What follows belongs to an exercise in optimizing a design on an open flow for small area, a short achievable clock period and few clock cycles per item; a production flow would make more cautious choices.
Function was checked by simulation only, so behaviour that the tests miss may differ from the original.
Power is estimated from default activity; no workload was simulated.

File: design/flow/run.sh
#!/bin/bash
# synth_recipe.tcl (not shown) runs the flow's synth.tcl, then flattens the netlist and writes it again
# the make line also repeats each setting of config.mk as NAME=value (left out here)
make -C /OpenROAD-flow-scripts/flow DESIGN_CONFIG=/design/flow/config.mk WORK_HOME=/design/flow/orfs CLKGATE_MAP_FILE= SYNTH_SCRIPT=/design/flow/synth_recipe.tcl finish
File: design/flow/config.mk
export PLATFORM = sky130hd
export DESIGN_NAME = qoi_compressor
export DESIGN_NICKNAME = qoi_compressor
export VERILOG_FILES = /design/flow/design.v
export SDC_FILE = /design/flow/constraint.sdc
export NUM_CORES = 4
export LEC_CHECK = 0
export CAP_MARGIN = 20
export CORE_MARGIN = 2
export CORE_UTILIZATION = 35
export CTS_CLUSTER_DIAMETER = 70
export CTS_CLUSTER_SIZE = 16
export SETUP_SLACK_MARGIN = 2.7
export SLEW_MARGIN = 20
File: design/flow/constraint.sdc
create_clock -name core_clock -period 5.0 [get_ports {clk}]
set_input_delay 1.0000 -clock core_clock [delete_from_list [all_inputs] [get_ports {clk}]]
set_output_delay 1.0000 -clock core_clock [all_outputs]
set_load 0.01 [all_outputs]
File: design/flow/design.v
module qoi_compressor (
    input  wire        rstn,
    input  wire        clk,
    output reg         ctrl_ready,
    input  wire        ctrl_start,
    input  wire [15:0] ctrl_width,
    input  wire [15:0] ctrl_height,
    output reg         i_tready,
    input  wire        i_tvalid,
    input  wire        i_tlast,
    input  wire [ 7:0] i_R, i_G, i_B,
    input  wire        o_tready,
    output reg         o_tvalid,
    output reg         o_tlast,
    output reg  [ 3:0] o_tkeep,
    output reg  [31:0] o_tdata
);
localparam [1:0] K_PIX = 2'd0, K_H0 = 2'd1, K_H1 = 2'd2, K_H2 = 2'd3;
localparam [1:0] S_IDLE = 2'd0, S_H1 = 2'd1, S_H2 = 2'd2, S_PIX = 2'd3;
reg  [ 1:0] state;
reg         first_pend;           
reg         I_v, I_first, I_last;
reg  [ 1:0] I_k;
reg  [23:0] I_px;                 
reg         A_v, A_first, A_last;
reg  [ 1:0] A_k;
reg  [23:0] A_px;
reg  [ 5:0] A_h;
reg  [63:0] A_sel;                  
reg  [ 7:0] A_dR, A_dG, A_dB;
reg         S_v;                  
wire        out_ok = ~S_v;
reg  A_pix;                      
wire A_hold = A_pix & ~A_last;
wire A_lpix = A_pix & A_last;    
wire adv    = out_ok & (I_v | ~A_hold);
wire I_cons = adv & ~A_lpix;
wire I_free = ~I_v | (out_ok & ~A_lpix);         
wire take = i_tvalid & i_tready;
wire inj  = (state == S_H1 || state == S_H2) & I_free;
wire hs   = ctrl_start & ctrl_ready;   
wire [15:0] ww = {ctrl_width[15:1],  ctrl_width[0]  | (ctrl_width  == 16'd0)};
wire [15:0] hh = {ctrl_height[15:1], ctrl_height[0] | (ctrl_height == 16'd0)};
reg  [1:0] state_n;
always @* begin
    state_n = state;
    case (state)
        S_IDLE: if (hs) state_n = S_H1;
        S_H1:   if (I_free) state_n = S_H2;
        S_H2:   if (I_free) state_n = S_PIX;
        default: if (take & i_tlast) state_n = S_IDLE;
    endcase
end
wire I_v_n = take | inj | hs | (I_v & ~I_cons);
wire A_lpix_n = adv ? (I_v & ~A_lpix & (I_k == K_PIX) & I_last) : A_lpix;
wire        W_v;
wire        W_last;
wire [ 3:0] W_keep;
wire [31:0] W_data;
wire push  = adv & W_v;
wire o_cons = o_tvalid & o_tready;
wire S_v_n = S_v ? ~o_tready : (o_tvalid & ~o_tready & push);
always @(posedge clk or negedge rstn)
    if (~rstn) begin
        state      <= S_IDLE;
        ctrl_ready <= 1'b0;
        i_tready   <= 1'b0;
        I_v        <= 1'b0;
        S_v        <= 1'b0;
    end else begin
        state      <= state_n;
        ctrl_ready <= ctrl_ready_n;
        i_tready   <= i_tready_n;
        I_v        <= I_v_n;
        S_v        <= S_v_n;
    end
wire ctrl_ready_n = (state_n == S_IDLE) & (~I_v_n | (~S_v_n & ~A_lpix_n));
wire i_tready_n   = (state_n == S_PIX) & (~I_v_n | ~S_v_n);
reg  I_ldp, I_ldh;
always @(posedge clk) begin
    I_ldp <= i_tready_n;
    I_ldh <= ctrl_ready_n;
end
always @(posedge clk) begin
    if (inj) first_pend <= 1'b1;
    else if (take) first_pend <= 1'b0;
end
reg  [5:0] I_hs, I_hc;
wire [5:0] o1 = i_R[5:0], o2 = {i_R[4:0], 1'b0}, o3 = i_G[5:0];
wire [5:0] o4 = {i_G[3:0], 2'b0}, o5 = {i_B[2:0], 3'b0}, o6 = ~i_B[5:0];
wire [5:0] s1 = o1 ^ o2 ^ o3, c1 = {(o1[4:0] & o2[4:0]) | (o1[4:0] & o3[4:0]) | (o2[4:0] & o3[4:0]), 1'b0};
wire [5:0] s2 = o4 ^ o5 ^ o6, c2 = {(o4[4:0] & o5[4:0]) | (o4[4:0] & o6[4:0]) | (o5[4:0] & o6[4:0]), 1'b0};
wire [5:0] s3 = s1 ^ c1 ^ s2, c3 = {(s1[4:0] & c1[4:0]) | (s1[4:0] & s2[4:0]) | (c1[4:0] & s2[4:0]), 1'b0};
wire [5:0] s4 = s3 ^ c3 ^ c2, c4 = {(s3[4:0] & c3[4:0]) | (s3[4:0] & c2[4:0]) | (c3[4:0] & c2[4:0]), 1'b0};
always @(posedge clk)
    if (I_ldp) begin
        I_hs <= s4;
        I_hc <= c4;
    end
reg  [7:0] I_hh;
always @(posedge clk)
    if (I_ldh) I_hh <= hh[15:8];
always @(posedge clk)
    if (I_ldp) begin
        I_k     <= K_PIX;
        I_first <= first_pend;
        I_last  <= i_tlast;
        I_px    <= {i_R, i_G, i_B};
    end else if (I_ldh) begin
        I_k     <= K_H0;
        I_px    <= {hh[7:0], ww};
    end else if (inj) begin
        if (state == S_H1) I_k <= K_H1;
        else begin
            I_k  <= K_H2;
            I_px <= {8'hxx, I_hh, I_px[23:16]};
        end
    end
wire [7:0] iR = I_px[23:16], iG = I_px[15:8], iB = I_px[7:0];
wire [5:0] hash = I_hs + I_hc + 6'd54;
always @(posedge clk or negedge rstn)
    if (~rstn) begin
        A_v   <= 1'b0;
        A_pix <= 1'b0;
    end else if (adv) begin
        A_v   <= I_v & ~A_lpix;
        A_pix <= I_v & ~A_lpix & (I_k == K_PIX);
    end
always @(posedge clk)
    if (adv) begin
        A_k     <= I_k;
        A_first <= I_first;
        A_last  <= I_last;
        A_px    <= I_px;
        A_h     <= hash;
        A_sel   <= 64'd1 << hash;
        A_dR    <= iR - A_px[23:16];
        A_dG    <= iG - A_px[15: 8];
        A_dB    <= iB - A_px[ 7: 0];
    end
wire A_same = ~|{A_dR, A_dG, A_dB};
reg  [17:0] tab_d [0:63];
reg  [63:0] tab_v;
wire        A_clr = A_v & (A_k == K_H0);
wire [17:0] A_key = {A_px[23:22], A_px[15:0]};
genvar gi;
generate
    for (gi = 0; gi < 64; gi = gi + 1) begin : g_tab
        always @(posedge clk) begin
            if (adv & A_pix & A_sel[gi]) tab_d[gi] <= A_key;
            if (adv & A_clr) tab_v[gi] <= 1'b0;
            else if (adv & A_pix & A_sel[gi]) tab_v[gi] <= 1'b1;
        end
    end
endgenerate
reg  [18:0] rd0, rd1;
integer ri;
always @* begin
    rd0 = 19'd0;
    rd1 = 19'd0;
    for (ri = 0; ri < 32; ri = ri + 1) begin
        rd0 = rd0 | ({19{A_sel[ri]}}      & {tab_v[ri],      tab_d[ri]});
        rd1 = rd1 | ({19{A_sel[ri + 32]}} & {tab_v[ri + 32], tab_d[ri + 32]});
    end
end
reg         B_v, B_first, B_last, B_run;
reg  [ 1:0] B_k;
reg  [23:0] B_px;
reg  [ 5:0] B_h, B_q;             
reg  [18:0] B_rd0, B_rd1;
reg         B_diff, B_luma;
reg  [ 5:0] B_dcode;
reg  [13:0] B_lcode;
wire A_run = A_pix & A_same & ~A_first & ~(B_run & (B_q == 6'd61));
function eq5;    
    input [4:0] a, b, k;
    reg   [4:0] c;
    begin
        c = {(a[3:0] & b[3:0]) | ((a[3:0] | b[3:0]) & ~k[3:0]), 1'b0};
        eq5 = ((a ^ b ^ k) == c);
    end
endfunction
function small8;    
    input [7:0] a, g;
    reg   [3:0] lo;
    begin
        lo = {1'b0, a[2:0]} + {1'b0, ~g[2:0]} + 4'd1;
        small8 = lo[3] ? (eq5(a[7:3], ~g[7:3], 5'd31) | eq5(a[7:3], ~g[7:3], 5'd30))
                       : (eq5(a[7:3], ~g[7:3], 5'd0)  | eq5(a[7:3], ~g[7:3], 5'd31));
    end
endfunction
wire [3:0] xR = A_dR[3:0] - A_dG[3:0], xB = A_dB[3:0] - A_dG[3:0];
wire diff_ok = (&A_dR[7:1] | ~|A_dR[7:1]) & (&A_dG[7:1] | ~|A_dG[7:1]) & (&A_dB[7:1] | ~|A_dB[7:1]);
wire luma_ok = (&A_dG[7:5] | ~|A_dG[7:5]) & small8(A_dR, A_dG) & small8(A_dB, A_dG);
always @(posedge clk or negedge rstn)
    if (~rstn) B_v <= 1'b0;
    else if (adv) B_v <= A_v;
always @(posedge clk)
    if (adv) begin
        B_k     <= A_k;
        B_first <= A_first;
        B_last  <= A_last;
        B_px    <= A_px;
        B_h     <= A_h;
        B_rd0   <= rd0;
        B_rd1   <= rd1;
        B_run   <= A_run;
        B_q     <= B_run ? B_q + 6'd1 : 6'd0;
        B_diff  <= diff_ok;
        B_dcode <= {~A_dR[1], A_dR[0], ~A_dG[1], A_dG[0], ~A_dB[1], A_dB[0]};    
        B_luma  <= luma_ok;
        B_lcode <= {~xR[3], xR[2:0], ~xB[3], xB[2:0], ~A_dG[5], A_dG[4:0]};       
    end
reg         C_v, C_last, C_h2;
reg  [ 2:0] C_n;
reg  [31:0] C_bytes;
wire B_pix   = B_v & (B_k == K_PIX);
wire B_m0 = B_rd0[18] & (B_rd0[17:0] == {B_px[23:22], B_px[15:0]});
wire B_m1 = B_rd1[18] & (B_rd1[17:0] == {B_px[23:22], B_px[15:0]});
wire B_match = B_h[5] ? B_m1 : B_m0;
always @(posedge clk or negedge rstn)
    if (~rstn) C_v <= 1'b0;
    else if (adv) C_v <= B_v;
always @(posedge clk)
    if (adv) begin
        C_last <= B_pix & B_last;
        C_h2   <= B_v & (B_k == K_H2);
        if (~B_v) begin
            C_n     <= 3'd0;
            C_bytes <= 32'hx;
        end else if (B_pix & B_run) begin
            C_n     <= (A_run & ~B_last) ? 3'd0 : 3'd1;
            C_bytes <= {24'hx, 2'b11, B_q};
        end else if (B_pix & ~B_first & B_match) begin
            C_n     <= 3'd1;
            C_bytes <= {24'hx, 2'b00, B_h};
        end else if (B_pix & ~B_first & B_diff) begin
            C_n     <= 3'd1;
            C_bytes <= {24'hx, 2'b01, B_dcode};
        end else if (B_pix & ~B_first & B_luma) begin
            C_n     <= 3'd2;
            C_bytes <= {16'hx, B_lcode[13:6], 2'b10, B_lcode[5:0]};
        end else begin
            C_n     <= 3'd4;
            C_bytes <= (B_k == K_H0)  ? 32'h66_69_6F_71 :                           
                       (B_k == K_PIX) ? {B_px[7:0], B_px[15:8], B_px[23:16], 8'hFE} :
                                        {B_px[7:0], B_px[15:8], 16'h0};              
        end
    end
reg  [ 1:0] P_cnt;
reg  [23:0] P_rem;
reg         P_flush;
wire [ 3:0] tot = {2'b0, P_cnt} + {1'b0, C_n};
reg  [55:0] merged;
always @*
    case (P_cnt)
        2'd0: merged = {24'hx, C_bytes};
        2'd1: merged = {16'hx, C_bytes, P_rem[7:0]};
        2'd2: merged = { 8'hx, C_bytes, P_rem[15:0]};
        default: merged = {C_bytes, P_rem};
    endcase
wire cv = C_v;
assign W_v    = P_flush | (cv & (tot[2] | C_last));
assign W_last = P_flush | (C_last & ~tot[3] & ~(tot[2] & |tot[1:0]));
wire [2:0] kcnt = P_flush ? {1'b0, P_cnt} : (C_last & ~tot[2]) ? tot[2:0] : 3'd4;
assign W_keep = (kcnt == 3'd1) ? 4'b0001 : (kcnt == 3'd2) ? 4'b0011 : (kcnt == 3'd3) ? 4'b0111 : 4'b1111;
assign W_data = P_flush ? {8'hx, P_rem} : merged[31:0];
always @(posedge clk or negedge rstn)
    if (~rstn) begin
        P_cnt   <= 2'd0;
        P_flush <= 1'b0;
    end else if (adv) begin
        if (P_flush) begin
            P_cnt   <= 2'd0;
            P_flush <= 1'b0;
        end else if (cv & C_h2) begin
            P_cnt   <= 2'd2;
        end else if (cv & C_last) begin
            P_cnt   <= (tot > 4'd4) ? tot[1:0] : 2'd0;
            P_flush <= (tot > 4'd4);
        end else if (cv) begin
            P_cnt   <= tot[1:0];
        end
    end
always @(posedge clk)
    if (adv & ~P_flush & cv) begin
        if (C_h2)        P_rem <= 24'h00_03;         
        else if (tot[2]) P_rem <= merged[55:32];
        else             P_rem <= merged[23:0];
    end
reg        S_last;
reg [ 3:0] S_keep;
reg [31:0] S_data;
always @(posedge clk or negedge rstn)
    if (~rstn) o_tvalid <= 1'b0;
    else if (~o_tvalid | o_tready) o_tvalid <= S_v | push;
always @(posedge clk) begin
    if (~o_tvalid | o_tready) begin
        if (S_v) begin
            o_tlast <= S_last; o_tkeep <= S_keep; o_tdata <= S_data;
        end else begin
            o_tlast <= W_last; o_tkeep <= W_keep; o_tdata <= W_data;
        end
    end
    if (~S_v) begin
        S_last <= W_last; S_keep <= W_keep; S_data <= W_data;
    end
end
endmodule
==> run_results.csv, run 1 <==
group,metric,value,unit
run_status,status,"no timing/DRC/antenna violations",
synthesis,synth_top_area_frac,0.733,
timing,timing.final.ws_setup,2.47,ns
pwr,power_frac_comb,0.350,
routing,wl_per_cell,30.4,µm
synthesis,syn_nets,3978,
global_routing,antenna_found_initial,9,
timing,tightest_slew,1.02,ns
synthesis,yosysUniqueCellTypes,68,
placed_design,dp.final_hpwl,115,mm
floorplan,dieArea,0.181,mm²
timing,min_period,2.53,ns
routing,via_per_inst,5.78,
routing,drt-initial-drc-count,5741,
synthesis,synth_area,0.0621,mm²
synthesis,ys.flop_type,"edfxtp_1",
synthesis,synth_area_leader_cell,"edfxtp_1",
worst_setup_path,max_stage_delay,0.55,ns
final_layout,syn_to_final_growth,17.1,%
routing,drt_pass1_iterations,5,
timing,fmax,395,MHz
floorplan,fp.dieH,425,µm
synthesis,synth_edf_count,1516,
timing,drv_slew,0,
global_routing,grt_pass1_wl,276,mm
global_routing,overflow,0,
min_path,hold_class,"register to register",
clock_tree,numCtsBuffers,117,
worst_setup_path,crit_type,"register to output pin",
routing,route.detailed.drc,0,
clock_tree,htreeDepth,3,
global_routing,grtUsageTotal,0.214,
clock_tree,root_buffer,"clkbuf_16",
timing,fin_crit_sh,0.506,
synthesis,yosys_warnings,2,
synthesis,synth-seq-area-share,0.773,
worst_setup_path,critPathBufInv,1,
floorplan,coreArea,0.176,mm²
pwr,peakVddDrop,464,µV
pwr,p_int,30900,µW
placed_design,portBuffers,101,
placed_design,pre_cts_ws,1.54,ns
routing,vias,38000,
worst_setup_path,cpMaxStageDelayCell,"edfxtp_1",
floorplan,io_pins,102,
synthesis,synth_area_per_cell,16.2,µm²
clock_tree,clk_latency,0.81,ns
worst_setup_path,worstPathRequired,4.00,ns
routing,drtAntennaViolNets,0,
worst_setup_path,cp-end-kind,"output pin",
clock_tree,clkSinkCount,1636,
worst_setup_path,startpoint_type,"register",
final_layout,fillers,15800,
timing,rsz0062_at_grt,"true",
timing,clock_skew,0.0698,ns
worst_setup_path,worstPathMaxFanout,1,
clock_tree,clockBufferDepth,3,
synthesis,synth-seq-cells,1636,
pwr,p_leak,0.0243,µW
pwr,switching_share,0.372,
timing,setup-tns-final,0,ns
worst_setup_path,crit_chain,"buf_2",
timing,finalSetupViolCount,0,
global_routing,grt_start_max_net_pins,67,
pwr,p_sw,18300,µW
routing,drt-total-wl,200,mm
synthesis,ys_top_cells_by_area,"edfxtp_1, a22oi_1, dfxtp_1",
clock_tree,cts_tree,"done",
worst_setup_path,critPathTopFamily,"flip-flops",
job,drv_cap,0,
pwr,p_clk_frac,0.192,
global_routing,first_global_vias,36000,
pwr,seq_power_share,0.458,
worst_setup_path,arrival,1.53,ns
synthesis,syn_inst,3835,
timing,max_slew_margin,0.322,
timing,finalHoldViolCount,0,
clock_tree,clk_pin_slew,0.07,ns
synthesis,async_flop_share,0.00856,
floorplan,initial_core_util,0.352,
final_layout,layout-drive-gt1-share,0.175,
pwr,finalPower,49200,µW
floorplan,die_x,425,µm
timing,holdWs,0.420,ns
final_layout,nets,4282,
pwr,power.density,676,mW/mm²
floorplan,row_count,154,
placed_design,gp_congestion,0.881,
-- cell usage in the layout (no fill, tap or decap), drive strengths merged, types with 13 or more instances in the layout --
cell	n
inv	103
buf	315
nand2	125
clkbuf	198
edfxtp	1516
and3	71
o21ai	87
a22o	83
a22oi	456
nor4	13
mux2	24
nor2	298
fa	19
dfrtp	14
xor2	31
xnor2	63
ha	62
nand4	91
dfxtp	106
a221oi	84
a21oi	65
or4	41
mux2i	52
nor2b	21
clkdlybuf4s50	47
nand3	105
-- kinds of logic (layout without fill, tap and decap cells) --
group / Yosys count / in the layout / synth area share
flip-flops: 1636 / 1636 / 0.773
AO/OA/AOI/OAI: 841 / 842 / 0.0996
AND/OR/NAND/NOR: 805 / 813 / 0.0640
buffers and inverters: 302 / 689 / 0.0186
XOR/XNOR: 94 / 94 / 0.0133
adder cells (fa/ha/maj): 81 / 81 / 0.0186
multiplexers: 76 / 76 / 0.0127
other: 0 / 2 / 0
-- what timing repair did --
action / in CTS / in global routing
cloned: 10 / 4
gates resized for setup: 393 / 168
hold buffers: 0 / 0
buffers inserted: 94 / 34
pin swaps: 29 / 67
setup endpoints to repair: 1718 / 757
-- worst paths after layout --
kind	startpoint	to	slack, ns	cells after the start
worst min register to register	A_h[4]$_DFFE_PP_	B_h[4]$_DFFE_PP_	0.42	0
min in group asynchronous	rstn	P_flush$_DFFE_PN0P_	0.67	1
worst max-delay path	o_tdata[20]$_DFFE_PP_	o_tdata[20]	2.47	1
worst min-delay path	A_h[4]$_DFFE_PP_	B_h[4]$_DFFE_PP_	0.42	0
max in group asynchronous	rstn	P_cnt[0]$_DFFE_PN0P_	3.73	1
worst max register to register	A_sel[35]$_SDFFCE_PN0P_	B_rd1[1]$_DFFE_PP_	2.58	5
-- power by group through the flow --
stage	combinational (µW)	sequential (µW)	clock [µW]
floorplan	7580	22900	0
global placement	14200	23000	0
detailed placement	14400	23100	0
CTS	16200	22500	9500
global route	18100	22800	9970
finish	17200	22500	9440
-- state kept, by name (all words and copies together) (netlist names), 8 cells and up --
| register | cells |
|---|---|
| tab_d | 1152 |
| A_dG | 8 |
| B_rd1 | 19 |
| A_dR | 8 |
| tab_v | 64 |
| B_px | 24 |
| I_px | 24 |
| o_tdata | 32 |
| S_data | 32 |
| P_rem | 24 |
| C_bytes | 32 |
| A_dB | 8 |
| I_hh | 8 |
| A_sel | 64 |
| B_rd0 | 19 |
| B_lcode | 14 |
| A_px | 24 |
-- synthesized netlist by cell type (31+ instances only) --
library cell / count
a21oi_1: 65
a221oi_1: 84
a22o_1: 83
a22oi_1: 456
and3_1: 70
clkbuf_1: 167
dfxtp_1: 106
edfxtp_1: 1516
ha_1: 62
inv_1: 96
mux2i_1: 52
nand2_1: 122
nand3_1: 102
nand4_1: 91
nor2_1: 297
o21ai_0: 87
or4_1: 41
xnor2_1: 63
xor2_1: 31
-- metrics by stage --
| step | instance area (µm²) | utilization | std cells |
|---|---|---|---|
| after floorplan | 62200 | - | 3835 |
| after global placement | 66500 | 0.377 | 6218 |
| after detailed placement | 66500 | 0.378 | 6218 |
| after CTS | 71700 | 0.407 | 6533 |
| after global routing | 72700 | 0.413 | 6572 |
| final | 72700 | 0.413 | 6573 |
-- cell type report --
| type | count | area (µm²) | share of cell area |
|---|---|---|---|
| timing repair buffer | 381 | 3620 | 0.0498 |
| tap | 2340 | 2930 | 0.0403 |
| antenna | 2 | 5.00 | 0.0000688 |
| inverter | 97 | 378 | 0.00520 |
| sequential | 1636 | 48000 | 0.660 |
| multi-input combinational | 1906 | 14200 | 0.195 |
| clock inverter | 19 | 340 | 0.00468 |
| clock buffer | 192 | 3250 | 0.0447 |
-- layer usage --
metal | track usage | vias up | share of wire
li1 | - | 15800 | -
met5 | 0 | - | 0.00045
met2 | 0.337 | 2421 | 0.46
met4 | 0.0753 | 8 | 0.038
met3 | 0.0478 | 398 | 0.11
met1 | 0.291 | 19300 | 0.39
Testbench counts, summed over its fixed seeds: cycles 48,927, pixels 48,510.
==> inputs of run 2 (changes only) <==
--- a/design/flow/config.mk
+++ b/design/flow/config.mk
@@ -8,5 +8,6 @@
 export CAP_MARGIN = 20
 export CORE_MARGIN = 2
-export CORE_UTILIZATION = 35
+export CORE_UTILIZATION = 40
+export CTS_BUF_LIST = sky130_fd_sc_hd__clkbuf_8
 export CTS_CLUSTER_DIAMETER = 70
 export CTS_CLUSTER_SIZE = 16
==> run 2 against run 1 <==
  * Still clean on timing, DRC and antenna
  * Die area fell by 12%
  * Global-route usage is 2.7 points higher
  * Register-to-register slack better by 0.04 ns
  * Synthesized cell count is the same
  * Total power down 6.4%
  * Routed wire length fell by 2.1%
  * Via count decreased by 1.1%
  * Largest cell class unchanged
==> run_results.csv, run 2 <==
group,metric,value,unit
run_status,status,"no timing/DRC/antenna violations",
pwr,switching_share,0.384,
timing,tightest_slew,1.02,ns
timing,timing.final.ws_setup,2.53,ns
floorplan,coreArea,0.154,mm²
routing,route.detailed.drc,0,
worst_setup_path,worstPathRequired,4.00,ns
floorplan,die_x,398,µm
synthesis,synth_mux_area_frac,0.0127,
final_layout,largestRegisters,"tab_d (1152), A_sel (64), tab_v (64)",
placed_design,gp_congestion,0.839,
pwr,finalPower,46000,µW
worst_setup_path,worstPathMaxFanout,1,
pwr,p_clk_frac,0.146,
routing,vias,37600,
clock_tree,clkSinkCount,1636,
pwr,peakVddDrop,415,µV
global_routing,top_usage_layer,"met2",
synthesis,ys_top_cells_by_area,"edfxtp_1, a22oi_1, dfxtp_1",
placed_design,dp.final_hpwl,110,mm
routing,drt-initial-drc-count,5772,
final_layout,utilization,0.457,
worst_setup_path,critPathBufInv,1,
clock_tree,clockBufferDepth,3,
synthesis,synthTopCellsByCount,"edfxtp_1, a22oi_1, nor2_1",
pwr,power_frac_comb,0.366,
final_layout,layout-drive-gt1-share,0.162,
floorplan,row_count,144,
job,drv_cap,0,
worst_setup_path,crit_chain,"buf_2",
worst_setup_path,critPathTopFamily,"flip-flops",
synthesis,synth_area_leader_cell,"edfxtp_1",
clock_tree,cts_tree,"done",
final_layout,top_register,"tab_d",
floorplan,initial_core_util,0.403,
clock_tree,clk_latency,0.89,ns
synthesis,syn_nets,3978,
timing,finalHoldViolCount,0,
worst_setup_path,startpoint_type,"register",
synthesis,synthXorXnorAreaFrac,0.0133,
worst_setup_path,crit_type,"register to output pin",
final_layout,mostFrequentLayoutCells,"edfxtp_1, a22oi_1, nor2_1",
placed_design,pre_cts_ws,1.58,ns
clock_tree,postCtsHoldBufs,0,
final_layout,final_common_cell,"edfxtp_1",
global_routing,antenna_found_initial,14,
pwr,p_int,28300,µW
clock_tree,clk_pin_slew,0.10,ns
routing,drt-total-wl,195,mm
synthesis,synthSimpleGateAreaFrac,0.0640,
worst_setup_path,arrival,1.47,ns
synthesis,async_flop_share,0.00856,
synthesis,synth-seq-cells,1636,
global_routing,grt_pass1_wl,271,mm
synthesis,yosysMostFrequentCell,"edfxtp_1",
timing,clock_skew,0.0544,ns
synthesis,ys.flop_type,"edfxtp_1",
synthesis,post_synth_fa_ha_maj_area_fraction,0.0186,
placed_design,portBuffers,101,
synthesis,yosys_warnings,2,
global_routing,grtUsageTotal,0.241,
floorplan,dieArea,0.158,mm²
final_layout,nets,4233,
global_routing,grt_util_met2,0.375,
floorplan,io_pins,102,
timing,max_slew_margin,0.320,
timing,rsz0062_at_grt,"true",
timing,drv_slew,0,
final_layout,largest_register_ffs,1152,
worst_setup_path,cp-end-kind,"output pin",
synthesis,synth_area,0.0621,mm²
min_path,hold_class,"register to register",
floorplan,fp.dieH,398,µm
global_routing,grt_start_max_net_pins,80,
synthesis,synth_edf_count,1516,
routing,drt_pass1_iterations,8,
global_routing,grtUsageMet1,0.330,
synthesis,synth_area_per_cell,16.2,µm²
global_routing,use_met3,0.0621,
routing,wl_per_cell,31.4,µm
clock_tree,root_buffer,"clkbuf_8",
synthesis,synth_top_family_by_area,"compound AO/OA/AOI/OAI gates",
pwr,seq_power_share,0.488,
pwr,power.density,654,mW/mm²
synthesis,synth_top_area_frac,0.733,
global_routing,overflow,0,
timing,finalSetupViolCount,0,
timing,min_period,2.47,ns
timing,fmax,404,MHz
worst_setup_path,cpMaxStageDelayCell,"edfxtp_1",
synthesis,syn_inst,3835,
global_routing,first_global_vias,35700,
final_layout,syn_to_final_growth,13.4,%
timing,fin_crit_sh,0.495,
synthesis,synth-seq-area-share,0.773,
pwr,p_sw,17700,µW
pwr,p_leak,0.0236,µW
worst_setup_path,max_stage_delay,0.43,ns
synthesis,yosysUniqueCellTypes,68,
clock_tree,htreeDepth,3,
worst_setup_path,worst-r2r-setup-slack,2.62,ns
clock_tree,numCtsBuffers,116,
synthesis,synth_compound_area_frac,0.0996,
routing,drtAntennaViolNets,0,
timing,setup-tns-final,0,ns
routing,via_per_inst,6.04,
run 2: cell count changes in the layout (fill, tap and decap cells not counted), moves of 10 or more:
| cell | before | now |
|---|---|---|
| inv_1 | 85 | 155 |
| buf_4 | 194 | 160 |
| clkbuf_1 | 72 | 0 |
| clkbuf_8 | 3 | 121 |
| clkbuf_16 | 118 | 2 |
| nor2_1 | 282 | 272 |
run 2: power by group through the flow:
stage / clock [µW] / sequential, µW / combinational, µW
after floorplan: 0 / 22900 / 7580
after global placement: 0 / 22900 / 14200
after detailed placement: 0 / 23000 / 14400
after CTS: 6770 / 22400 / 15700
after global routing: 7240 / 22800 / 17800
final: 6710 / 22500 / 16800
run 2: kinds of logic after synthesis:
kind of cell / count (synthesis)
AO/OA/AOI/OAI: 841
XOR/XNOR: 94
adder cells (fa/ha/maj): 81
buffers and inverters: 302
flip-flops: 1636
multiplexers: 76
AND/OR/NAND/NOR: 805
run 2: path summary, 6_finish.rpt:
kind | start | depth (start not counted) | endpoint
max | o_tdata[4]$_DFFE_PP_ | 1 | o_tdata[4]
min | A_h[2]$_DFFE_PP_ | 0 | B_h[2]$_DFFE_PP_
max reg2reg | A_sel[31]$_SDFFCE_PP0P_ | 6 | B_rd0[11]$_DFFE_PP_
min reg2reg | A_h[2]$_DFFE_PP_ | 0 | B_h[2]$_DFFE_PP_
max in group asynchronous | rstn | 1 | P_cnt[0]$_DFFE_PN0P_
min in group asynchronous | rstn | 1 | i_tready$_DFF_PN0_
run 2: what timing repair did:
item / 4_1_cts / 5_1_grt
setup endpoints to repair: 1622 / 517
resized for setup: 343 / 162
buffers inserted: 66 / 38
cloned: 6 / 5
pin swaps: 22 / 73
run 2: per-layer routing:
metal,vias up,share of wire
met2,2383,0.46
li1,15600,-
met1,19200,0.39
met5,-,0.00028
met3,370,0.12
met4,4,0.036
run 2: through the flow:
step	hold WS (ns)	cell area [µm²]	std cells
final	0.428	70400	6223
after global routing	0.442	70400	6219
after CTS	0.427	69200	6174
after detailed placement	0.405	66000	5901
after global placement	0.405	66000	5900
after floorplan	0.400	62200	3835
run 2: area by class of cell:
class | count | area [µm²]
well taps | 2044 | 2560
fillers | 13200 | 83700
clock inverters | 82 | 445
repair buffers | 335 | 3200
diodes | 6 | 15.0
inverters | 97 | 380
clock buffers | 119 | 1640
multi-input cells | 1904 | 14100
flip-flops and latches | 1636 | 48000
==> inputs of run 3 (changes only) <==
--- a/design/flow/config.mk
+++ b/design/flow/config.mk
@@ -9,7 +9,7 @@
 export CORE_MARGIN = 2
 export CORE_UTILIZATION = 40
-export CTS_BUF_LIST = sky130_fd_sc_hd__clkbuf_8
 export CTS_CLUSTER_DIAMETER = 70
 export CTS_CLUSTER_SIZE = 16
 export SETUP_SLACK_MARGIN = 2.7
 export SLEW_MARGIN = 20
+export TNS_END_PERCENT = 10
==> run 3 against run 2 <==
  * Still clean on timing, DRC and antenna
  * Clock power grew 36%
  * Critical path depth grew 4
  * Worst hold slack lost 0.0075 ns
  * Worst setup slack lost 0.11 ns
  * Flip-flop and latch count is the same
  * Total power grew 4.2%
  * Via count grew 1.0%
  * Core utilization grew 0.51 points
  * Synthesized cell count is the same
  * First-iteration DRC count grew 12%
  * Global-route usage is essentially flat
  * Register-to-register slack lost 0.21 ns
  * Critical path type is now register to register
  * Critical endpoint is now B_rd0[14]$_DFFE_PP_
  * Largest cell class unchanged
==> run_results.csv, run 3 <==
group,metric,value,unit
worst_setup_path,cp-end-kind,"register",
pwr,p_leak,0.0240,µW
timing,finalHoldViolCount,0,
global_routing,grtUsageTotal,0.241,
synthesis,ys_top_cells_by_area,"edfxtp_1, a22oi_1, dfxtp_1",
floorplan,coreArea,0.154,mm²
timing,max_slew_margin,0.311,
routing,via_per_inst,6.09,
job,drv_cap,0,
synthesis,synthXorXnorAreaFrac,0.0133,
timing,rsz0062_at_grt,"true",
worst_setup_path,arrival,3.06,ns
final_layout,final_common_cell,"edfxtp_1",
synthesis,syn_nets,3978,
run_status,status,"no timing/DRC/antenna violations",
global_routing,antenna_found_initial,9,
clock_tree,htreeDepth,3,
pwr,peakVddDrop,364,µV
pwr,power_frac_comb,0.340,
clock_tree,numCtsBuffers,116,
worst_setup_path,max_stage_delay,0.65,ns
synthesis,post_synth_fa_ha_maj_area_fraction,0.0186,
global_routing,overflow,0,
synthesis,synth_area_per_cell,16.2,µm²
synthesis,synth_compound_area_frac,0.0996,
placed_design,gp_congestion,0.852,
global_routing,first_global_vias,35500,
final_layout,layout-drive-gt1-share,0.133,
worst_setup_path,crit_chain,"buf_4 > a22o_1 > a221oi_1 > nand3_1 > or4_1",
worst_setup_path,critPathBufInv,1,
synthesis,synth_edf_count,1516,
timing,fmax,386,MHz
floorplan,io_pins,102,
timing,drv_slew,0,
final_layout,syn_to_final_growth,14.7,%
placed_design,portBuffers,101,
pwr,p_int,30100,µW
worst_setup_path,crit_type,"register to register",
clock_tree,clk_latency,0.80,ns
clock_tree,root_buffer,"clkbuf_16",
synthesis,synth_area_leader_cell,"edfxtp_1",
pwr,power.density,674,mW/mm²
synthesis,synth_mux_area_frac,0.0127,
worst_setup_path,cpMaxStageDelayCell,"or4_1",
synthesis,syn_inst,3835,
synthesis,yosysUniqueCellTypes,68,
timing,finalSetupViolCount,0,
clock_tree,cts_tree,"done",
routing,drt-initial-drc-count,6486,
synthesis,async_flop_share,0.00856,
timing,tightest_slew,1.03,ns
pwr,p_sw,17900,µW
clock_tree,clk_pin_slew,0.08,ns
synthesis,synth-seq-area-share,0.773,
routing,route.detailed.drc,0,
synthesis,synth_area,0.0621,mm²
floorplan,row_count,144,
routing,drt_pass1_iterations,6,
timing,clock_skew,0.0736,ns
floorplan,die_x,398,µm
routing,vias,37900,
final_layout,top_register,"tab_d",
timing,min_period,2.59,ns
final_layout,largest_register_ffs,1152,
synthesis,ys.flop_type,"edfxtp_1",
timing,timing.final.ws_setup,2.41,ns
floorplan,initial_core_util,0.403,
synthesis,synth_top_family_by_area,"compound AO/OA/AOI/OAI gates",
floorplan,fp.dieH,398,µm
worst_setup_path,critPathTopFamily,"simple AND/OR/NAND/NOR gates",
synthesis,yosysMostFrequentCell,"edfxtp_1",
final_layout,register_area,0.0480,mm²
final_layout,fillers,13300,
synthesis,synthTopCellsByCount,"edfxtp_1, a22oi_1, nor2_1",
synthesis,yosys_warnings,2,
synthesis,synth-seq-cells,1636,
global_routing,grt_start_max_net_pins,81,
pwr,switching_share,0.373,
timing,holdWs,0.420,ns
timing,setup-tns-final,0,ns
min_path,hold_class,"register to register",
pwr,seq_power_share,0.469,
placed_design,pre_cts_ws,1.58,ns
final_layout,multi_input_area,0.0135,mm²
final_layout,nets,4243,
pwr,p_clk_frac,0.190,
timing,fin_crit_sh,0.518,
worst_setup_path,worstPathMaxFanout,5,
global_routing,grt_pass1_wl,270,mm
worst_setup_path,worstPathRequired,5.48,ns
placed_design,dp.final_hpwl,112,mm
final_layout,mostFrequentLayoutCells,"edfxtp_1, a22oi_1, nor2_1",
routing,wl_per_cell,32.0,µm
routing,drt-total-wl,199,mm
floorplan,dieArea,0.158,mm²
routing,drtAntennaViolNets,0,
synthesis,synthSimpleGateAreaFrac,0.0640,
worst_setup_path,startpoint_type,"register",
synthesis,synth_top_area_frac,0.733,
final_layout,largestRegisters,"tab_d (1152), A_sel (64), tab_v (64)",
clock_tree,clockBufferDepth,3,
clock_tree,clkSinkCount,1636,
==> run 3: cell counts after synthesis <==
No cell type changed its count.
==> run 3: cell families (layout without fill, tap and decap cells) <==
group	Yosys count	count (layout)
mux	76	76
simple gates	805	809
fa+ha+maj	81	81
compound gates	841	842
xor+xnor	94	94
flops	1636	1636
other cells	0	4
buf+inv	302	642
==> run 3: worst paths after layout <==
kind	startpoint	to	slack, ns	cells after the start
worst max-delay path	A_sel[0]$_SDFFCE_PP0P_	B_rd0[14]$_DFFE_PP_	2.41	5
worst min-delay path	A_h[5]$_DFFE_PP_	B_h[5]$_DFFE_PP_	0.42	0
worst max register to register	A_sel[0]$_SDFFCE_PP0P_	B_rd0[14]$_DFFE_PP_	2.41	5
worst min register to register	A_h[5]$_DFFE_PP_	B_h[5]$_DFFE_PP_	0.42	0
max in group asynchronous	rstn	P_cnt[0]$_DFFE_PN0P_	3.78	1
min in group asynchronous	rstn	P_cnt[1]$_DFFE_PN0P_	0.68	1
==> run 3: power by group through the flow <==
stage	combinational (µW)	sequential, µW	clock, µW
2_1_floorplan	7500	22900	0
3_3_place_gp	14000	23000	0
3_5_place_dp	14300	23100	0
6_report	16300	22500	9130
5_1_grt	17200	22800	9670
4_1_cts	15000	22600	9200
==> run 3: routing by layer <==
metal  up-vias  global-route usage  part of all wire
li1      15700                   -                 -
met2      2507               0.376              0.45
met3       349              0.0544              0.12
met1     19400               0.336              0.39
met4         0              0.0747             0.035
met5         -                   0                 0
==> run 3: layout make-up <==
cell class / instances / area share
tap: 2044 / 0.0359
clock inverter: 18 / 0.00341
multi-input combinational: 1902 / 0.190
inverter: 97 / 0.00512
clock buffer: 180 / 0.0447
sequential: 1636 / 0.675
antenna: 4 / 0.000141
timing repair buffer: 347 / 0.0458
==> run 3: repair_timing <==
item / 4_1_cts / 5_1_grt
buffers inserted: 45 / 52
setup endpoints to repair: 1643 / 1147
hold endpoints to repair: 0 / 0
pin swaps: 7 / 35
hold buffers: 0 / 0
resized for setup: 117 / 157
gates cloned: 3 / 13
==> run 3: metrics by stage <==
step	util	area, µm²	total power [µW]	cells
finish	0.462	71200	48000	6228
global route	0.462	71200	49700	6226
CTS	0.454	70000	46800	6158
detailed placement	0.429	66000	37400	5912
global placement	0.428	66000	37000	5911
floorplan	-	62100	30400	3835
==> run 3: worst register-to-register path: stages (launching register included) <==
cell      delay (ns)
edfxtp_1        0.46
buf_4           0.21
a22o_1          0.21
a221oi_1        0.54
nand3_1         0.19
or4_1           0.65
==> inputs of run 4 (changes only) <==
--- a/design/flow/config.mk
+++ b/design/flow/config.mk
@@ -13,3 +13,3 @@
 export SETUP_SLACK_MARGIN = 2.7
 export SLEW_MARGIN = 20
-export TNS_END_PERCENT = 10
+export TNS_END_PERCENT = 30
==> run 4 against run 3 <==
  * Still clean
  * Routed wire length is 0.60% higher
  * Non-clock buffer count rose by 26
  * Global-route usage up 0.058 points
  * Core utilization increased by 0.41 points
  * Register-to-register slack better by 0.096 ns
  * Synthesized area is the same
  * Flip-flop and latch count is the same
  * Via count about the same
  * Total power up 1.1%
  * Clock skew rose by 0.0039 ns
  * Count of clock-buffer cells in the layout unchanged
  * Critical path type unchanged
  * Critical endpoint is now tab_d[12][13]$_DFFE_PP_
  * Largest cell class unchanged
==> run_results.csv, run 4 <==
group,metric,value,unit
run_status,status,"no timing/DRC/antenna violations",
placed_design,gp_congestion,0.852,
clock_tree,clkSinkCount,1636,
timing,finalHoldViolCount,0,
timing,fin_crit_sh,0.498,
synthesis,yosysUniqueCellTypes,68,
floorplan,coreArea,0.154,mm²
floorplan,row_count,144,
floorplan,die_x,398,µm
global_routing,first_global_vias,35600,
global_routing,antenna_found_initial,10,
clock_tree,clk_latency,0.80,ns
routing,wl_per_cell,32.0,µm
pwr,p_clk_frac,0.188,
floorplan,fp.dieH,398,µm
job,drv_cap,0,
pwr,p_int,30400,µW
final_layout,layout-drive-gt1-share,0.158,
synthesis,yosysMostFrequentCell,"edfxtp_1",
timing,clock_skew,0.0775,ns
timing,finalSetupViolCount,0,
clock_tree,numCtsBuffers,116,
pwr,p_sw,18100,µW
timing,fmax,401,MHz
routing,vias,38000,
final_layout,multi_input_area,0.0139,mm²
clock_tree,clockBufferDepth,3,
final_layout,largestRegisters,"tab_d (1152), A_sel (64), tab_v (64)",
pwr,power.density,675,mW/mm²
synthesis,syn_nets,3978,
synthesis,synth_area_leader_cell,"edfxtp_1",
worst_setup_path,cp-end-kind,"register",
final_layout,mostFrequentLayoutCells,"edfxtp_1, a22oi_1, nor2_1",
pwr,switching_share,0.373,
clock_tree,clk_pin_slew,0.07,ns
floorplan,dieArea,0.158,mm²
worst_setup_path,arrival,2.93,ns
global_routing,grt_start_max_net_pins,81,
synthesis,synth-seq-cells,1636,
pwr,power_frac_comb,0.348,
routing,drt-total-wl,200,mm
clock_tree,cts_tree,"done",
synthesis,ys_top_cells_by_area,"edfxtp_1, a22oi_1, dfxtp_1",
global_routing,grt_pass1_wl,271,mm
pwr,p_leak,0.0242,µW
worst_setup_path,crit_type,"register to register",
timing,max_slew_margin,0.358,
timing,setup-tns-final,0,ns
pwr,seq_power_share,0.464,
worst_setup_path,startpoint_type,"register",
worst_setup_path,worstPathMaxFanout,16,
global_routing,grtUsageTotal,0.241,
routing,via_per_inst,6.07,
synthesis,synth_area_per_cell,16.2,µm²
routing,drtAntennaViolNets,0,
placed_design,portBuffers,101,
routing,route.detailed.drc,0,
timing,drv_slew,0,
synthesis,synth_area,0.0621,mm²
synthesis,synthTopCellsByCount,"edfxtp_1, a22oi_1, nor2_1",
final_layout,largest_register_ffs,1152,
final_layout,fillers,13200,
clock_tree,htreeDepth,3,
timing,rsz0062_at_grt,"true",
synthesis,async_flop_share,0.00856,
worst_setup_path,worstPathRequired,5.44,ns
final_layout,nets,4273,
floorplan,io_pins,102,
placed_design,dp.final_hpwl,112,mm
timing,min_period,2.49,ns
final_layout,syn_to_final_growth,15.7,%
routing,drt-initial-drc-count,5940,
final_layout,final_common_cell,"edfxtp_1",
synthesis,syn_inst,3835,
routing,drt_pass1_iterations,6,
final_layout,register_area,0.0480,mm²
pwr,peakVddDrop,381,µV
synthesis,synth_edf_count,1516,
timing,tightest_slew,0.963,ns
floorplan,initial_core_util,0.403,
synthesis,synth-seq-area-share,0.773,
final_layout,top_register,"tab_d",
synthesis,yosys_warnings,2,
timing,holdWs,0.422,ns
synthesis,ys.flop_type,"edfxtp_1",
global_routing,overflow,0,
clock_tree,root_buffer,"clkbuf_16",
min_path,hold_class,"register to register",
synthesis,synth_top_area_frac,0.733,
==> run 4: cell counts after synthesis <==
Identical to the previous run, type by type.
==> run 4: stage by stage <==
step           total power, µW  area, µm²  utilization  instances  worst slack, ns
6_report                 48500      71800        0.466       6255             2.51
5_1_grt                  50200      71800        0.466       6254             2.48
4_1_cts                  46900      70200        0.456       6164             2.39
3_5_place_dp             37400      66000        0.429       5912             1.58
3_3_place_gp             37000      66000        0.428       5911             1.59
2_1_floorplan            30400      62100            -       3835             2.22
==> run 4: worst paths after layout <==
path | startpoint | to | slack (ns) | cells after the start
hold reg to reg | A_h[5]$_DFFE_PP_ | B_h[5]$_DFFE_PP_ | 0.42 | 0
min in group asynchronous | rstn | P_cnt[1]$_DFFE_PN0P_ | 0.68 | 1
max in group asynchronous | rstn | P_cnt[0]$_DFFE_PN0P_ | 3.77 | 1
setup / recovery | A_pix$_DFFE_PN0P_ | tab_d[12][13]$_DFFE_PP_ | 2.51 | 4
hold / removal | A_h[5]$_DFFE_PP_ | B_h[5]$_DFFE_PP_ | 0.42 | 0
setup reg to reg | A_pix$_DFFE_PN0P_ | tab_d[12][13]$_DFFE_PP_ | 2.51 | 4
==> run 4: cell type report <==
cell class	instances	area share
clock inverters	18	0.00338
multi-input cells	1906	0.193
well taps	2044	0.0356
flip-flops and latches	1636	0.669
repair buffers	373	0.0496
clock buffers	180	0.0444
diodes	1	0.0000349
inverters	97	0.00507
==> run 4: kinds of logic after synthesis <==
family | Yosys count | synth area share
buffers and inverters | 302 | 0.0186
multiplexers | 76 | 0.0127
AO/OA/AOI/OAI | 841 | 0.0996
XOR/XNOR | 94 | 0.0133
flip-flops | 1636 | 0.773
adder cells (fa/ha/maj) | 81 | 0.0186
AND/OR/NAND/NOR | 805 | 0.0640
==> run 4: critical path, stage by stage (launching register included) <==
cell and delay (ns):
dfrtp_2 0.41, nor3b_4 0.20, nor2_2 0.74, and3_1 0.38
buf_4 0.42
==> run 4: power by group through the flow <==
stage	clock [µW]	sequential [µW]	combinational (µW)
2_1_floorplan	0	22900	7500
3_3_place_gp	0	23000	14000
3_5_place_dp	0	23100	14300
4_1_cts	9200	22600	15100
5_1_grt	9670	22800	17800
6_report	9130	22500	16900
==> run 4: per-layer routing <==
layer / global-route usage / routed length, µm / vias up / share of wire
li1: - / - / 15800 / -
met1: 0.339 / 77500 / 19400 / 0.39
met2: 0.376 / 91700 / 2446 / 0.46
met3: 0.0523 / 24500 / 355 / 0.12
met4: 0.0750 / 6590 / 0 / 0.033
met5: 0 / 0 / - / 0
==> run 4: what timing repair did <==
action / 4_1_cts / 5_1_grt
gates cloned: 5 / 15
resized for setup: 169 / 280
setup endpoints to repair: 1643 / 1365
setup buffers: 49 / 74
hold buffers: 0 / 0
pin swaps: 9 / 51
==> inputs of run 5 (changes only) <==
--- a/design/flow/config.mk
+++ b/design/flow/config.mk
@@ -13,3 +13,2 @@
 export SETUP_SLACK_MARGIN = 2.7
 export SLEW_MARGIN = 20
-export TNS_END_PERCENT = 30
==> run 5 against run 4 <==
  * Global-route usage about the same
  * Clock skew fell by 0.035 ns
  * Worst hold slack got worse by 0.00064 ns
  * Highest routed layer is now met5
  * Critical path type unchanged
  * Total power fell by 0.47%
==> run_results.csv, run 5 <==
group,metric,value,unit
synthesis,synthTopCellsByCount,"edfxtp_1, a22oi_1, nor2_1",
timing,setup-tns-final,0,ns
routing,drtAntennaViolNets,0,
pwr,peakVddDrop,488,µV
run_status,status,"no timing/DRC/antenna violations",
synthesis,yosysMostFrequentCell,"edfxtp_1",
synthesis,synth_top_area_frac,0.733,
global_routing,first_global_vias,35800,
timing,clock_skew,0.0421,ns
worst_setup_path,crit_type,"register to register",
floorplan,die_x,398,µm
global_routing,antenna_found_initial,5,
floorplan,row_count,144,
clock_tree,cts_tree,"done",
clock_tree,numCtsBuffers,116,
synthesis,synth_edf_count,1516,
worst_setup_path,arrival,2.86,ns
floorplan,fp.dieH,398,µm
placed_design,gp_congestion,0.839,
synthesis,synth_area,0.0621,mm²
global_routing,overflow,0,
timing,drv_slew,0,
global_routing,grtUsageTotal,0.242,
job,drv_cap,0,
final_layout,syn_to_final_growth,15.1,%
synthesis,synth_area_leader_cell,"edfxtp_1",
global_routing,grt_pass1_wl,272,mm
synthesis,synth_area_per_cell,16.2,µm²
synthesis,syn_inst,3835,
synthesis,ys_top_cells_by_area,"edfxtp_1, a22oi_1, dfxtp_1",
routing,drt_pass1_iterations,6,
pwr,p_leak,0.0238,µW
min_path,hold_class,"register to register",
floorplan,coreArea,0.154,mm²
final_layout,top_register,"tab_d",
final_layout,largestRegisters,"tab_d (1152), A_sel (64), tab_v (64)",
placed_design,portBuffers,101,
final_layout,layout-drive-gt1-share,0.157,
synthesis,async_flop_share,0.00856,
routing,vias,37600,
timing,finalHoldViolCount,0,
placed_design,dp.final_hpwl,110,mm
routing,route.detailed.drc,0,
clock_tree,clk_latency,0.78,ns
clock_tree,htreeDepth,3,
clock_tree,clockBufferDepth,3,
synthesis,syn_nets,3978,
pwr,power.density,676,mW/mm²
routing,wl_per_cell,31.5,µm
final_layout,nets,4218,
synthesis,yosysUniqueCellTypes,68,
final_layout,mostFrequentLayoutCells,"edfxtp_1, a22oi_1, nor2_1",
floorplan,io_pins,102,
worst_setup_path,worstPathMaxFanout,10,
floorplan,initial_core_util,0.403,
routing,via_per_inst,6.05,
global_routing,grt_start_max_net_pins,80,
final_layout,design_area,0.0714,mm²
clock_tree,postCtsHoldBufs,0,
synthesis,yosys_warnings,2,
clock_tree,clk_pin_slew,0.07,ns
timing,min_period,2.35,ns
clock_tree,root_buffer,"clkbuf_16",
synthesis,synth-seq-area-share,0.773,
final_layout,final_common_cell,"edfxtp_1",
worst_setup_path,startpoint_type,"register",
timing,finalSetupViolCount,0,
worst_setup_path,worstPathRequired,5.50,ns
routing,drt-initial-drc-count,5733,
timing,fmax,425,MHz
timing,fin_crit_sh,0.471,
final_layout,largest_register_ffs,1152,
placed_design,placed_cell_area,0.0660,mm²
worst_setup_path,cp-end-kind,"register",
floorplan,dieArea,0.158,mm²
clock_tree,clkSinkCount,1636,
final_layout,utilization,0.464,
synthesis,ys.flop_type,"edfxtp_1",
pwr,finalPower,48300,µW
synthesis,synth-seq-cells,1636,
final_layout,fillers,13100,
timing,max_slew_margin,0.323,
timing,tightest_slew,1.02,ns
timing,rsz0062_at_grt,"true",
routing,drt-total-wl,195,mm
## run 5: stage by stage
stage | worst slack (ns) | hold slack (ns) | std cells
after global routing | 2.62 | 0.434 | 6202
after CTS | 2.60 | 0.421 | 6175
after detailed placement | 1.58 | 0.405 | 5901
after floorplan | 2.25 | 0.400 | 3835
final | 2.65 | 0.421 | 6207
after global placement | 1.58 | 0.405 | 5900
## run 5: worst paths after layout
kind	from	end	slack, ns	cells after the start
setup / recovery	A_sel[49]$_SDFFCE_PN0P_	B_rd1[8]$_DFFE_PP_	2.65	4
hold / removal	A_h[2]$_DFFE_PP_	B_h[2]$_DFFE_PP_	0.42	0
setup reg to reg	A_sel[49]$_SDFFCE_PN0P_	B_rd1[8]$_DFFE_PP_	2.65	4
hold reg to reg	A_h[2]$_DFFE_PP_	B_h[2]$_DFFE_PP_	0.42	0
max in group asynchronous	rstn	P_cnt[0]$_DFFE_PN0P_	3.93	1
min in group asynchronous	rstn	i_tready$_DFF_PN0_	0.61	1
## run 5: what timing repair did
action | in CTS | in global routing
endpoints found under the hold margin | 0 | 0
gates cloned | 6 | 4
buffers inserted | 67 | 23
gates resized for setup | 347 | 151
pin swaps | 22 | 58
endpoints found under the setup margin | 1630 | 456
## run 5: logic make-up (layout without fill, tap and decap cells)
group           Yosys count  after routing  share of synthesized area
flops                  1636           1636                      0.773
other cells               0              5                          0
xor+xnor                 94             94                     0.0133
fa+ha+maj                81             81                     0.0186
compound gates          841            842                     0.0996
buf+inv                 302            618                     0.0186
mux                      76             76                     0.0127
simple gates            805            811                     0.0640
## run 5: routing by layer
layer / global-route usage / routed length (µm)
met1: 0.331 / 76600
met2: 0.380 / 90400
met3: 0.0625 / 22200
met4: 0.0716 / 5890
met5: 0.00393 / 158
## run 5: where the power goes
group | internal (µW) | switching [µW]
Clock | 4510 | 4690
Combinational | 5050 | 11600
Sequential | 20800 | 1640
Total | 30400 | 17900
## run 5: layout make-up
type                       instances  area [µm²]  share of cell area
timing repair buffer             320        2980              0.0417
tap                             2044        2560              0.0358
multi-input combinational       1904       14100               0.197
clock inverter                    15         213             0.00298
inverter                          97         378             0.00529
sequential                      1636       48000               0.672
antenna                            5        12.5            0.000175
clock buffer                     186        3240              0.0453
## run 5: worst max-delay path, stage by stage, from the launching register on
cell,delay [ns]
edfxtp_1,0.50
buf_4,0.26
a22oi_1,0.19
nand4_1,0.41
or4_4,0.73
==> inputs of run 6 (changes only) <==
--- a/design/flow/config.mk
+++ b/design/flow/config.mk
@@ -9,4 +9,5 @@
 export CORE_MARGIN = 2
 export CORE_UTILIZATION = 40
+export CTS_BUF_LIST = sky130_fd_sc_hd__clkbuf_8 sky130_fd_sc_hd__clkbuf_16
 export CTS_CLUSTER_DIAMETER = 70
 export CTS_CLUSTER_SIZE = 16
==> run 6 against run 5 <==
  * Still clean
  * Non-clock buffer count did not move
  * Count of clock-buffer cells in the layout fell by 66
  * Clock power fell by 1%
  * Die area did not move
  * Sequential power barely moved
  * Worst hold slack barely moved
  * Sequential share of layout area barely moved
  * Critical path depth did not move
  * Routed wire length rose by 0.10%
  * Global-route usage barely moved
  * Combinational power barely moved
  * Critical endpoint unchanged
  * Largest cell class unchanged
==> run_results.csv, run 6 <==
group,metric,value,unit
routing,route.detailed.drc,0,
global_routing,use_met3,0.0622,
timing,fin_crit_sh,0.472,
floorplan,initial_core_util,0.403,
global_routing,grt_pass1_wl,272,mm
synthesis,synth_area_per_cell,16.2,µm²
timing,clock_skew,0.0419,ns
timing,timing.final.ws_setup,2.64,ns
clock_tree,postCtsHoldBufs,0,
pwr,power.density,674,mW/mm²
timing,fmax,424,MHz
worst_setup_path,worstPathRequired,5.50,ns
synthesis,ys.flop_type,"edfxtp_1",
timing,drv_slew,0,
clock_tree,htreeDepth,3,
final_layout,largestRegisters,"tab_d (1152), A_sel (64), tab_v (64)",
routing,via_per_inst,6.03,
synthesis,yosysMostFrequentCell,"edfxtp_1",
synthesis,synth_area_leader_cell,"edfxtp_1",
synthesis,ys_top_cells_by_area,"edfxtp_1, a22oi_1, dfxtp_1",
clock_tree,clockBufferDepth,3,
final_layout,utilization,0.464,
global_routing,grtUsageTotal,0.242,
timing,finalSetupViolCount,0,
routing,drt-total-wl,196,mm
placed_design,portBuffers,101,
timing,min_period,2.36,ns
synthesis,syn_nets,3978,
floorplan,row_count,144,
pwr,p_leak,0.0241,µW
final_layout,mostFrequentLayoutCells,"edfxtp_1, a22oi_1, nor2_1",
floorplan,io_pins,102,
clock_tree,clk_pin_slew,0.08,ns
routing,vias,37400,
worst_setup_path,cp-end-kind,"register",
timing,setup-tns-final,0,ns
timing,holdWs,0.421,ns
timing,finalHoldViolCount,0,
worst_setup_path,startpoint_type,"register",
synthesis,yosysUniqueCellTypes,68,
floorplan,fp.dieH,398,µm
final_layout,top_register,"tab_d",
floorplan,die_x,398,µm
final_layout,fillers,13100,
final_layout,largest_register_ffs,1152,
routing,wl_per_cell,31.5,µm
global_routing,top_usage_layer,"met2",
final_layout,layout-drive-gt1-share,0.157,
clock_tree,root_buffer,"clkbuf_16",
global_routing,grtUsageMet1,0.332,
min_path,hold_class,"register to register",
synthesis,synth_edf_count,1516,
placed_design,dp.final_hpwl,110,mm
synthesis,yosys_warnings,2,
global_routing,grt_start_max_net_pins,80,
global_routing,overflow,0,
worst_setup_path,worstPathMaxFanout,10,
global_routing,antenna_found_initial,7,
synthesis,synth-seq-cells,1636,
job,drv_cap,0,
worst_setup_path,arrival,2.86,ns
synthesis,synth-seq-area-share,0.773,
pwr,finalPower,48200,µW
pwr,peakVddDrop,485,µV
routing,drt_pass1_iterations,6,
synthesis,synthTopCellsByCount,"edfxtp_1, a22oi_1, nor2_1",
synthesis,synth_area,0.0621,mm²
run_status,status,"no timing/DRC/antenna violations",
placed_design,gp_congestion,0.839,
floorplan,coreArea,0.154,mm²
global_routing,grt_util_met2,0.379,
clock_tree,clk_latency,0.78,ns
routing,drtAntennaViolNets,0,
placed_design,pre_cts_ws,1.58,ns
timing,max_slew_margin,0.333,
final_layout,syn_to_final_growth,15.1,%
timing,rsz0062_at_grt,"true",
final_layout,final_common_cell,"edfxtp_1",
synthesis,synth_top_area_frac,0.733,
floorplan,dieArea,0.158,mm²
timing,tightest_slew,1.00,ns
routing,drt-initial-drc-count,5709,
final_layout,nets,4218,
worst_setup_path,crit_type,"register to register",
clock_tree,clkSinkCount,1636,
synthesis,syn_inst,3835,
clock_tree,cts_tree,"done",
clock_tree,numCtsBuffers,116,
global_routing,first_global_vias,35800,
synthesis,async_flop_share,0.00856,
run 6: cell counts after synthesis:
No cell type changed its count.
run 6: critical path: stages (launching register included):
cell	delay [ns]
edfxtp_1	0.50
buf_4	0.25
a22oi_1	0.19
nand4_1	0.42
or4_4	0.73
run 6: layout make-up:
type                       count  area (µm²)  share of cell area
clock buffer                 120        2990              0.0419
timing repair buffer         320        2980              0.0417
sequential                  1636       48000               0.672
inverter                      97         378             0.00529
tap                         2044        2560              0.0358
multi-input combinational   1904       14100               0.197
clock inverter                81         460             0.00644
antenna                        2        5.00           0.0000700
run 6: stage by stage:
stage                     instance area (µm²)  cells
after floorplan                         62200   3835
after global placement                  66000   5900
after detailed placement                66000   5901
after CTS                               70600   6175
after global routing                    71500   6202
final                                   71500   6204
run 6: what timing repair did:
item | in CTS | in global routing
endpoints found under the setup margin | 1630 | 456
gates resized for setup | 347 | 157
setup buffers | 67 | 23
cloned | 6 | 4
pin swaps | 22 | 59
run 6: report_power, final:
part / switching, µW / total, µW / internal, µW / leakage, µW
registers: 1650 / 22500 / 20800 / 0.0153
logic: 11600 / 16600 / 5050 / 0.00695
clock network: 4700 / 9080 / 4380 / 0.00193
run 6: cell families after synthesis:
family,after synthesis,synth area share
flip-flops,1636,0.773
AO/OA/AOI/OAI,841,0.0996
AND/OR/NAND/NOR,805,0.0640
buffers and inverters,302,0.0186
XOR/XNOR,94,0.0133
adder cells (fa/ha/maj),81,0.0186
multiplexers,76,0.0127
run 6: path summary, 6_finish.rpt:
check,slack [ns],cells after the start,from,end
max,2.64,4,A_sel[49]$_SDFFCE_PN0P_,B_rd1[8]$_DFFE_PP_
min,0.42,0,A_h[2]$_DFFE_PP_,B_h[2]$_DFFE_PP_
max in group asynchronous,3.93,1,rstn,P_cnt[0]$_DFFE_PN0P_
min in group asynchronous,0.61,1,rstn,i_tready$_DFF_PN0_
min reg2reg,0.42,0,A_h[2]$_DFFE_PP_,B_h[2]$_DFFE_PP_
max reg2reg,2.64,4,A_sel[49]$_SDFFCE_PN0P_,B_rd1[8]$_DFFE_PP_
run 6: layer usage:
metal  wire length (µm)  vias to the layer above
met2              90200                     2204
met1              76900                    19200
li1                   -                    15700
met5                104                        -
met4               5930                        6
met3              22400                      339
==> inputs of run 7 (changes only) <==
==> design/flow/config.mk (replaced) <==
export PLATFORM = sky130hd
export DESIGN_NAME = qoi_compressor
export DESIGN_NICKNAME = qoi_compressor
export VERILOG_FILES = /design/flow/design.v
export SDC_FILE = /design/flow/constraint.sdc
export NUM_CORES = 4
export LEC_CHECK = 0
export CAP_MARGIN = 5
export CORE_MARGIN = 2
export CORE_UTILIZATION = 40
export CTS_CLUSTER_DIAMETER = 70
export CTS_CLUSTER_SIZE = 16
export SETUP_SLACK_MARGIN = 2.7
export SLEW_MARGIN = 5
==> run 7 against run 6 <==
  * Critical path depth rose by 7
  * Critical endpoint is now A_sel[10]$_SDFFCE_PP0P_
  * Still clean on timing, DRC and antenna
  * Highest routed layer unchanged
  * Global-route usage barely moved
  * Count of clock-buffer cells in the layout rose by 52
  * Routed wire length rose by 0.87%
  * Largest cell class unchanged
  * Combinational power rose by 3%
==> run_results.csv, run 7 <==
group,metric,value,unit
worst_setup_path,max_stage_delay,0.62,ns
final_layout,largest_register_ffs,1152,
routing,vias,37600,
global_routing,grt_start_max_net_pins,80,
synthesis,yosys_warnings,2,
synthesis,post_synth_fa_ha_maj_area_fraction,0.0186,
placed_design,gp_congestion,0.839,
pwr,finalPower,48800,µW
min_path,worst_hold_path.num_cells,0,
clock_tree,clockBufferDepth,3,
worst_setup_path,cp-end-kind,"register",
placed_design,dp.final_hpwl,110,mm
worst_setup_path,crit_chain,"inv_1 > ha_1 > inv_1 > ha_2 > fa_2 > buf_6 > buf_6 > nor2b_4 > buf_6 > nand2_4 > nor2_1",
worst_setup_path,worstPathRequired,5.62,ns
worst_setup_path,r2r-end,"A_sel[10]$_SDFFCE_PP0P_",
synthesis,synth_area_per_cell,16.2,µm²
synthesis,synth_area_leader_cell,"edfxtp_1",
clock_tree,clk_pin_slew,0.08,ns
synthesis,synthXorXnorAreaFrac,0.0133,
synthesis,synth_edf_count,1516,
min_path,hold_end,"B_h[0]$_DFFE_PP_",
clock_tree,clkSinkCount,1636,
floorplan,io_pins,102,
min_path,min_from,"A_h[0]$_DFFE_PP_",
synthesis,synth-seq-area-share,0.773,
job,drv_cap,0,
final_layout,syn_to_final_growth,15.6,%
synthesis,yosysUniqueCellTypes,68,
timing,finalSetupViolCount,0,
clock_tree,root_buffer,"clkbuf_16",
routing,drt-initial-drc-count,5853,
worst_setup_path,critical_path_depth,11,
final_layout,fillers,13200,
worst_setup_path,reg2reg_depth,11,
worst_setup_path,critPathTopFamily,"adder cells",
synthesis,yosysMostFrequentCell,"edfxtp_1",
global_routing,overflow,0,
worst_setup_path,critPathBufInv,5,
synthesis,syn_nets,3978,
synthesis,ys_top_cells_by_area,"edfxtp_1, a22oi_1, dfxtp_1",
synthesis,synthTopCellsByCount,"edfxtp_1, a22oi_1, nor2_1",
timing,fin_crit_sh,0.489,
floorplan,fp.dieH,398,µm
routing,via_per_inst,6.06,
worst_setup_path,r2r_start,"I_hs[2]$_DFFE_PP_",
floorplan,dieArea,0.158,mm²
worst_setup_path,arrival,3.06,ns
synthesis,synthSimpleGateAreaFrac,0.0640,
worst_setup_path,worstPathMaxFanout,4,
floorplan,coreArea,0.154,mm²
synthesis,synth_top_area_frac,0.733,
floorplan,row_count,144,
timing,drv_slew,0,
synthesis,synth-seq-cells,1636,
pwr,power.density,680,mW/mm²
routing,wl_per_cell,31.8,µm
final_layout,mostFrequentLayoutCells,"edfxtp_1, a22oi_1, nor2_1",
synthesis,synth_compound_area_frac,0.0996,
synthesis,ys.flop_type,"edfxtp_1",
min_path,hold_class,"register to register",
worst_setup_path,worst-r2r-setup-slack,2.56,ns
routing,top_layer,"met5",
timing,fmax,409,MHz
routing,m1WireLength,76.3,mm
global_routing,first_global_vias,35700,
timing,finalHoldViolCount,0,
synthesis,synth_mux_area_frac,0.0127,
routing,wl_met2,91.3,mm
synthesis,syn_inst,3835,
global_routing,grtUsageTotal,0.242,
synthesis,async_flop_share,0.00856,
placed_design,portBuffers,101,
timing,rsz0062_at_grt,"true",
routing,drtAntennaViolNets,0,
final_layout,final_common_cell,"edfxtp_1",
worst_setup_path,cpMaxStageDelayCell,"fa_2",
pwr,peakVddDrop,491,µV
global_routing,grt_pass1_wl,272,mm
synthesis,synth_area,0.0621,mm²
clock_tree,htreeDepth,3,
pwr,p_leak,0.0240,µW
routing,route.detailed.drc,0,
global_routing,antenna_found_initial,11,
clock_tree,clk_latency,0.79,ns
routing,drt_pass1_iterations,8,
final_layout,largestRegisters,"tab_d (1152), A_sel (64), tab_v (64)",
run_status,status,"no timing/DRC/antenna violations",
worst_setup_path,startpoint_type,"register",
floorplan,die_x,398,µm
timing,tightest_slew,1.20,ns
timing,max_slew_margin,0.198,
timing,min_period,2.44,ns
clock_tree,cts_tree,"done",
synthesis,synth_top_family_by_area,"compound AO/OA/AOI/OAI gates",
worst_setup_path,crit_type,"register to register",
timing,setup-tns-final,0,ns
timing,clock_skew,0.0539,ns
final_layout,top_register,"tab_d",
clock_tree,numCtsBuffers,116,
worst_setup_path,cp_common_cell,"buf_6",
final_layout,layout-drive-gt1-share,0.169,
floorplan,initial_core_util,0.403,
routing,dr_wl_met3,23.0,mm
final_layout,nets,4236,
routing,drt-total-wl,197,mm
[run 7: cell types whose count changed in the layout (fill, tap and decap cells not counted), sizes merged, moves of 2 or more]
cell | previous run | this run
clkbuf | 125 | 179
inv | 168 | 103
buf | 255 | 272
dlygate4sd2 | 3 | 1
[run 7: how the worst max path moves through the flow]
| stage | slack [ns] | endpoint | from |
|---|---|---|---|
| after global placement | 1.58 | I_hs[3]$_DFFE_PP_ | i_R[1] |
| after detailed placement | 1.58 | I_hs[3]$_DFFE_PP_ | i_R[1] |
| after floorplan | 2.25 | I_hs[4]$_DFFE_PP_ | i_B[4] |
| after CTS | 2.59 | A_sel[47]$_SDFFCE_PN0P_ | I_hc[2]$_DFFE_PP_ |
| final | 2.56 | A_sel[10]$_SDFFCE_PP0P_ | I_hs[2]$_DFFE_PP_ |
| after global routing | 2.41 | A_sel[10]$_SDFFCE_PP0P_ | I_hs[2]$_DFFE_PP_ |
[run 7: worst reg2reg max path, cell delays in order, from the launching register on]
cell and delay [ns]:
edfxtp_1 0.33, inv_1 0.04, ha_1 0.26, inv_1 0.04, ha_2 0.18, fa_2 0.62, buf_6 0.13, buf_6 0.09
nor2b_4 0.22, buf_6 0.14, nand2_4 0.08, nor2_1 0.16
[run 7: cells by family after synthesis]
| kind of cell | after synthesis |
|---|---|
| muxes | 76 |
| adders and majority gates | 81 |
| xor gates and xnor gates | 94 |
| buffers and inverters | 302 |
| DFF | 1636 |
| and+or+nand+nor | 805 |
| AOI/OAI and AO/OA | 841 |
[run 7: metal layers]
metal / up-vias / global-route usage
met5: - / 0.00333
met4: 6 / 0.0760
met3: 358 / 0.0558
met2: 2346 / 0.380
met1: 19300 / 0.334
li1: 15700 / -
[run 7: area by class of cell]
class / count / area [µm²] / share of cell area
clock buffer: 172 / 3160 / 0.0440
multi-input combinational: 1906 / 14300 / 0.199
timing repair buffer: 336 / 3140 / 0.0438
sequential: 1636 / 48000 / 0.669
clock inverter: 17 / 228 / 0.00317
tap: 2044 / 2560 / 0.0356
antenna: 2 / 5.00 / 0.0000698
inverter: 97 / 378 / 0.00527
[run 7: stage by stage]
step / hold WS (ns) / std cells / worst slack, ns / instance area (µm²) / utilization
3_3_place_gp: 0.405 / 5900 / 1.58 / 66000 / 0.428
4_1_cts: 0.416 / 6163 / 2.59 / 70500 / 0.458
2_1_floorplan: 0.400 / 3835 / 2.25 / 62200 / -
5_1_grt: 0.435 / 6208 / 2.41 / 71700 / 0.466
3_5_place_dp: 0.405 / 5900 / 1.58 / 66000 / 0.428
6_report: 0.427 / 6210 / 2.56 / 71800 / 0.466
[run 7: timing repair]
action | 4_1_cts | 5_1_grt
hold buffers | 0 | 0
gates resized for setup | 361 | 197
buffers inserted | 69 | 37
setup endpoints to repair | 1612 | 726
gates cloned | 5 | 8
pin swaps | 34 | 64
hold endpoints to repair | 0 | 0
[run 7: where the power goes]
group          leakage [µW]  total [µW]  switching, µW  internal [µW]
Sequential           0.0153       22500           1690          20800
Clock               0.00162        9140           4700           4440
Combinational       0.00713       17100          11900           5260

==> port drivers added, routing unchanged <==
Ports are ideal in the flow. The routed layouts listed here were re-timed in OpenROAD. Step 1: set_driving_cell puts a clkbuf_16 on clk and a buf_2 on each other input, an assumption about the parent block. Step 2, shift: input delay + t, output delay - t, t = (earliest + latest rising clock arrival at the registers) / 2. This alone moves slack from input paths to output paths. Slacks: no drivers / after step 1 / after step 2; pairs: no drivers / after step 1.
run | t, ns | setup WS [ns]
run 1 | 0.854 | 2.468 / 2.387 / 1.899
run 2 | 0.942 | 2.527 / 2.453 / 1.805
run 3 | 0.843 | 2.412 / 2.412 / 1.933
run 4 | 0.844 | 2.509 / 2.509 / 1.941
run 5 | 0.845 | 2.647 / 2.574 / 1.919
run 6 | 0.843 | 2.641 / 2.578 / 1.918
run 7 | 0.851 | 2.557 / 2.557 / 1.927
After both steps every run listed still meets setup and hold.
